What follows belongs to an exercise in optimizing a design on an open flow for a short achievable clock period and few clock cycles; a production flow would make more cautious choices.
The RTL was checked by simulation tests, not by an equivalence proof against the original design.
The flow treats the clock pin as an ideal source, which a real chip does not have.
Power is estimated from default activity; no workload was simulated.

==> module msprocessor, before the edit <==
module msprocessor(clk,RESET,RUN,MemAddr,MemRData,MemWE,MemWData);
input clk, RESET, RUN;
output [7:0] MemAddr;     
input [15:0] MemRData;    
output MemWE;             
output [7:0] MemWData;
reg [7:0] A;         
reg [7:0] pc;        
reg dmode;           
reg st;              
reg [7:0] wd;        
reg halted;
reg Zf, Cf;
reg [7:0] R [0:6];   
reg [7:0] opA;       
reg [7:0] opB;       
reg [7:0] opS;       
reg e_cin;           
reg e_we;            
reg [2:0] e_wreg;
reg e_setf;          
reg e_arith, e_and, e_or, e_xor, e_rol, e_ror, e_shl, e_asr, e_lsr, e_pass;
reg [15:0] cdat [0:3];
reg [5:0] ctag [0:3];
reg [3:0] cv;
reg fill;            
reg [15:0] cw;       
reg chit;            
assign MemAddr = A;
assign MemWData = wd;
assign MemWE = st & RUN;
wire [8:0] e_sum;
ks_add8 e_add(.a(opA), .b(opB), .cin(e_cin), .s(e_sum[7:0]), .cout(e_sum[8]));
wire [7:0] e_res =
	  ({8{e_arith}} & e_sum[7:0])
	| ({8{e_and}} & (opA & opB))
	| ({8{e_or}}  & (opA | opB))
	| ({8{e_xor}} & (opA ^ opB))
	| ({8{e_rol}} & {opS[6:0], opS[7]})
	| ({8{e_ror}} & {opS[0], opS[7:1]})
	| ({8{e_shl}} & {opS[6:0], 1'b0})
	| ({8{e_asr}} & {opS[7], opS[7:1]})
	| ({8{e_lsr}} & {1'b0, opS[7:1]})
	| ({8{e_pass}} & opB);
wire e_zarith = &(~((opA ^ opB) ^ {opA[6:0] | opB[6:0], e_cin}));
wire e_zlogic = ~|(({8{e_and}} & (opA & opB)) | ({8{e_or}} & (opA | opB)) | ({8{e_xor}} & (opA ^ opB)));
wire Zn = e_setf ? (e_arith ? e_zarith : e_zlogic) : Zf;
wire Cn = e_setf ? (e_arith & e_sum[8]) : Cf;
wire f_go = !dmode || chit;
wire [15:0] I = dmode ? cw : MemRData;
wire f_dp   = I[15:14] == 2'b00;
wire f_mem  = I[15:14] == 2'b01;
wire f_br   = I[15:14] == 2'b10;
wire f_halt = I[15:14] == 2'b11;
wire f_ldr  = f_mem && I[13:12] == 2'b00;
wire f_ldi  = f_mem && I[13:12] == 2'b01;
wire f_str  = f_mem && I[13:12] == 2'b10;
wire [2:0] cond = I[13:11];
wire f_bl   = f_br && cond == 3'b001;
wire f_bx   = f_br && cond == 3'b010;
wire [4:0] op = I[13:9];
wire f_dpv  = f_dp && op <= 5'd10;
reg [7:0] pc1, pc2;
integer b;
always @* begin
	for (b = 0; b < 8; b = b + 1) begin
		pc1[b] = pc[b] ^ ((pc & ((8'd1 << b) - 8'd1)) == ((8'd1 << b) - 8'd1));
		pc2[b] = (b == 0) ? pc[0] : pc[b] ^ ((pc & ((8'd1 << b) - 8'd2)) == ((8'd1 << b) - 8'd2));
	end
end
wire [7:0] w_data = dmode ? MemRData[7:0] : e_res;
wire [2:0] i_n = I[5:3];
wire [2:0] i_m = I[2:0];
wire [2:0] i_d = I[8:6];
wire [2:0] i_x = I[10:8];
wire [7:0] r_n = (i_n == 3'd7) ? pc2 : (e_we && e_wreg == i_n) ? w_data : R[i_n];
wire [7:0] r_m = (i_m == 3'd7) ? pc2 : (e_we && e_wreg == i_m) ? w_data : R[i_m];
wire [7:0] r_d = (i_d == 3'd7) ? pc2 : (e_we && e_wreg == i_d) ? w_data : R[i_d];
wire [7:0] r_x = (i_x == 3'd7) ? pc2 : (e_we && e_wreg == i_x) ? w_data : R[i_x];
reg taken;
always @* begin
	case (cond)
		3'b000: taken = 1'b1;
		3'b001: taken = 1'b1;
		3'b011: taken = Zn;
		3'b100: taken = !Zn;
		3'b101: taken = Cn;
		3'b110: taken = !Cn;
		default: taken = 1'b0;
	endcase
end
wire [7:0] target;
ks_add8 t_add(.a(pc2), .b(I[7:0]), .cin(1'b0), .s(target), .cout());
wire [7:0] nxt = f_bx ? r_x : (f_br && taken) ? target : pc1;
wire f_sub = op == 5'd1;
wire [1:0] lk = pc1[1:0];
wire lhit = cv[lk] && ctag[lk] == pc1[7:2] && !(dmode && st && A == pc1);
integer i;
always @(posedge clk) begin
	if (RESET) begin
		A <= 8'h00;
		pc <= 8'h00;
		dmode <= 1'b0;
		st <= 1'b0;
		halted <= 1'b0;
		e_we <= 1'b0;
		e_setf <= 1'b0;
		Zf <= 1'b0;
		Cf <= 1'b0;
		fill <= 1'b0;
		cv <= 4'b0000;
		for (i = 0; i < 7; i = i + 1) R[i] <= 8'h00;
	end else if (RUN) begin
		if (e_we) R[e_wreg] <= w_data;
		if (e_setf) begin
			Zf <= Zn;
			Cf <= Cn;
		end
		if (fill) begin
			cdat[pc[1:0]] <= MemRData;
			ctag[pc[1:0]] <= pc[7:2];
			cv[pc[1:0]] <= 1'b1;
		end
		if (dmode && st && ctag[A[1:0]] == A[7:2]) cv[A[1:0]] <= 1'b0;
		e_we <= 1'b0;
		e_setf <= 1'b0;
		dmode <= 1'b0;
		st <= 1'b0;
		fill <= 1'b0;
		if (halted) begin
		end else if (!f_go) begin
			A <= pc;
			fill <= 1'b1;
		end else if (f_halt) begin
			halted <= 1'b1;
		end else if (f_ldr || f_str) begin
			dmode <= 1'b1;
			st <= f_str;
			e_we <= f_ldr && i_d != 3'd7;
			e_wreg <= i_d;
			wd <= r_d;
			A <= r_n;
			pc <= pc1;
			cw <= cdat[lk];
			chit <= lhit;
		end else begin
			e_we <= (f_dpv && i_d != 3'd7) || (f_ldi && i_x != 3'd7) || f_bl;
			e_setf <= f_dp && op <= 5'd4;
			e_wreg <= f_ldi ? i_x : f_bl ? 3'd6 : i_d;
			opA <= r_n;
			opB <= f_ldi ? I[7:0] : f_bl ? pc1 : f_sub ? ~r_m : r_m;
			opS <= r_d;
			e_cin <= f_sub;
			e_arith <= f_dp && (op == 5'd0 || op == 5'd1);
			e_and <= f_dp && op == 5'd2;
			e_or  <= f_dp && op == 5'd3;
			e_xor <= f_dp && op == 5'd4;
			e_rol <= f_dp && op == 5'd6;
			e_ror <= f_dp && op == 5'd7;
			e_shl <= f_dp && op == 5'd8;
			e_asr <= f_dp && op == 5'd9;
			e_lsr <= f_dp && op == 5'd10;
			e_pass <= f_ldi || f_bl;
			A <= nxt;
			pc <= nxt;
		end
	end
end
endmodule
Settings: LEC_CHECK=0, ABC_CLOCK_PERIOD_IN_PS=3000, CAP_MARGIN=20, CORE_MARGIN=2, CORE_UTILIZATION=40, PLACE_DENSITY=0.6, SETUP_SLACK_MARGIN=4.4, SLEW_MARGIN=20; clock period 7.5 ns.
standard.sh (not shown) runs the stock make flow with config.mk's settings and CLKGATE_MAP_FILE= SYNTH_SCRIPT=/design/flow/synth_recipe.tcl, a recipe that flattens the netlist after the stock synthesis.
==> flow/flow/run.sh <==
#!/bin/bash
# The standard layout, with one step added after clock tree synthesis:
# flow/fix_io.tcl removes the buffers that placement left on the RUN -> MemWE
# path (between the port buffers). Everything else is the standard flow.
set -euo pipefail
export POST_CTS_TCL="$PWD/flow/fix_io.tcl"
bash standard.sh > standard.log 2>&1
==> flow/flow/fix_io.tcl <==
# Run after clock tree synthesis (POST_CTS_TCL). The only path from an input
# port to an output port is RUN -> MemWE (MemWE = store & RUN). Buffers that
# placement put between RUN's input buffer and the AND gate only add delay on
# it; remove them, keeping the port buffers at both ends.
set pe [find_timing_paths -from [get_ports RUN] -to [get_ports MemWE] -path_delay max]
set insts {}
foreach pt [get_property $pe points] {
  set pin [get_property $pt pin]
  set inst [get_cells -quiet -of_objects $pin]
  if { $inst eq "" } { continue }
  set name [get_full_name $inst]
  if { [lsearch -exact $insts $name] < 0 } { lappend insts $name }
}
puts "fix_io: RUN -> MemWE goes through $insts"
set extra {}
foreach name [lrange $insts 1 end-1] {
  set ref [get_property [get_cells $name] ref_name]
  if { [regexp {__(buf|clkbuf|dlygate|clkdlybuf)} $ref] } { lappend extra $name }
}
if { [llength $extra] > 0 } {
  puts "fix_io: removing $extra"
  remove_buffers [get_cells $extra]
}
report_checks -from [get_ports RUN] -to [get_ports MemWE]
Testbench counts at the start, summed over its fixed seeds: cycles 13,870.
Rerun with:
--- a/flow/design.v
+++ b/flow/design.v
@@ -737,14 +737,17 @@
 reg e_we;            
 reg [2:0] e_wreg;
 reg e_setf;          
 reg e_arith, e_and, e_or, e_xor, e_rol, e_ror, e_shl, e_asr, e_lsr, e_pass;
-reg [15:0] cdat [0:3];
-reg [5:0] ctag [0:3];
-reg [3:0] cv;
-reg fill;            
+localparam CB = 6;
+localparam NE = 1 << CB;
+localparam DIST = 32;            
+reg [15:0] cdat [0:NE-1];
+reg [7-CB:0] ctag [0:NE-1];
+reg [NE-1:0] cv;
 reg [15:0] cw;       
 reg chit;            
+reg [7:0] ppf;       
 assign MemAddr = A;
 assign MemWData = wd;
 assign MemWE = st & RUN;
 wire [8:0] e_sum;
@@ -763,10 +766,10 @@
 wire e_zarith = &(~((opA ^ opB) ^ {opA[6:0] | opB[6:0], e_cin}));
 wire e_zlogic = ~|(({8{e_and}} & (opA & opB)) | ({8{e_or}} & (opA | opB)) | ({8{e_xor}} & (opA ^ opB)));
 wire Zn = e_setf ? (e_arith ? e_zarith : e_zlogic) : Zf;
 wire Cn = e_setf ? (e_arith & e_sum[8]) : Cf;
-wire f_go = !dmode || chit;
-wire [15:0] I = dmode ? cw : MemRData;
+wire f_go = chit || !dmode;
+wire [15:0] I = chit ? cw : MemRData;
 wire f_dp   = I[15:14] == 2'b00;
 wire f_mem  = I[15:14] == 2'b01;
 wire f_br   = I[15:14] == 2'b10;
 wire f_halt = I[15:14] == 2'b11;
@@ -810,10 +813,18 @@
 wire [7:0] target;
 ks_add8 t_add(.a(pc2), .b(I[7:0]), .cin(1'b0), .s(target), .cout());
 wire [7:0] nxt = f_bx ? r_x : (f_br && taken) ? target : pc1;
 wire f_sub = op == 5'd1;
-wire [1:0] lk = pc1[1:0];
-wire lhit = cv[lk] && ctag[lk] == pc1[7:2] && !(dmode && st && A == pc1);
+wire [CB-1:0] lk = pc1[CB-1:0];
+wire lhit = cv[lk] && ctag[lk] == pc1[7:CB] && !(dmode && st && A == pc1);
+wire [7:0] pc3 = pc2 + 8'd1;
+wire [7:0] ppf1 = ppf + 8'd1;
+wire [7:0] pd = ppf - pc1;
+wire prst = pd == 8'd0 || pd > DIST;
+wire h_pc2 = cv[pc2[CB-1:0]] && ctag[pc2[CB-1:0]] == pc2[7:CB];
+wire h_ppf = cv[ppf[CB-1:0]] && ctag[ppf[CB-1:0]] == ppf[7:CB];
+wire [7:0] pfa = prst ? (h_pc2 ? pc3 : pc2) : (h_ppf ? ppf1 : ppf);
+wire seq = !f_bx && !(f_br && taken);
 integer i;
 always @(posedge clk) begin
 	if (RESET) begin
 		A <= 8'h00;
@@ -824,32 +835,32 @@
 		e_we <= 1'b0;
 		e_setf <= 1'b0;
 		Zf <= 1'b0;
 		Cf <= 1'b0;
-		fill <= 1'b0;
-		cv <= 4'b0000;
+		chit <= 1'b0;
+		cv <= {NE{1'b0}};
+		ppf <= 8'h00;
 		for (i = 0; i < 7; i = i + 1) R[i] <= 8'h00;
 	end else if (RUN) begin
 		if (e_we) R[e_wreg] <= w_data;
 		if (e_setf) begin
 			Zf <= Zn;
 			Cf <= Cn;
 		end
-		if (fill) begin
-			cdat[pc[1:0]] <= MemRData;
-			ctag[pc[1:0]] <= pc[7:2];
-			cv[pc[1:0]] <= 1'b1;
+		if (!dmode) begin
+			cdat[A[CB-1:0]] <= MemRData;
+			ctag[A[CB-1:0]] <= A[7:CB];
+			cv[A[CB-1:0]] <= 1'b1;
 		end
-		if (dmode && st && ctag[A[1:0]] == A[7:2]) cv[A[1:0]] <= 1'b0;
+		if (dmode && st && ctag[A[CB-1:0]] == A[7:CB]) cv[A[CB-1:0]] <= 1'b0;
 		e_we <= 1'b0;
 		e_setf <= 1'b0;
 		dmode <= 1'b0;
 		st <= 1'b0;
-		fill <= 1'b0;
 		if (halted) begin
 		end else if (!f_go) begin
 			A <= pc;
-			fill <= 1'b1;
+			chit <= 1'b0;
 		end else if (f_halt) begin
 			halted <= 1'b1;
 		end else if (f_ldr || f_str) begin
 			dmode <= 1'b1;
@@ -878,10 +889,18 @@
 			e_shl <= f_dp && op == 5'd8;
 			e_asr <= f_dp && op == 5'd9;
 			e_lsr <= f_dp && op == 5'd10;
 			e_pass <= f_ldi || f_bl;
-			A <= nxt;
 			pc <= nxt;
+			cw <= cdat[lk];
+			if (seq && lhit) begin
+				chit <= 1'b1;
+				A <= pfa;
+				ppf <= pfa + 8'd1;
+			end else begin
+				chit <= 1'b0;
+				A <= nxt;
+			end
 		end
 	end
 end
 endmodule
Effect:
- The changed run produced a clean layout
- clock power climbs to 5.5 times its value
- sequential share of layout area climbs by 15 points
- global-route usage drops by 2.4 points
- setup slack is worse by 0.88 ns
- area after synthesis climbs to 4.2 times its value
- via count climbs to 3.1 times its value
- core utilization drops by 1.0 points
- wire length climbs to 3.7 times its value
- total power climbs to 5.2 times its value
- final area climbs to 4.1 times its value
Testbench counts after the change, summed over its fixed seeds: cycles 13,219.

==> re-timing with driven ports <==
How much do the figures lean on ideal ports? The routed layouts below were timed once more, with nothing changed but the port constraints. Step 1: set_driving_cell puts a clkbuf_16 on clk and a buf_2 on each other input, an assumption about the parent block. Step 2 adds t to the input delays and takes it off the output delays; t is the mean of the earliest and latest rising clock arrival at the registers after step 1. Input paths then give back, and output paths get back, about the clock's delay inside the block. a / b / c = ideal / step 1 / step 2; a / b = the first two.
| run | shift t [ns] | setup WS [ns] | clock arrival spread, ns |
|---|---|---|---|
| the first run | 0.627 | 4.174 / 4.143 / 3.665 | 0.053 / 0.052 |
| the second run | 0.857 | 3.292 / 3.292 / 3.049 | 0.039 / 0.038 |
After both steps setup and hold are still met in every run listed. The setup slack of the first run, which loses most, moves by -0.031 ns with the drivers and by -0.509 ns with both steps.
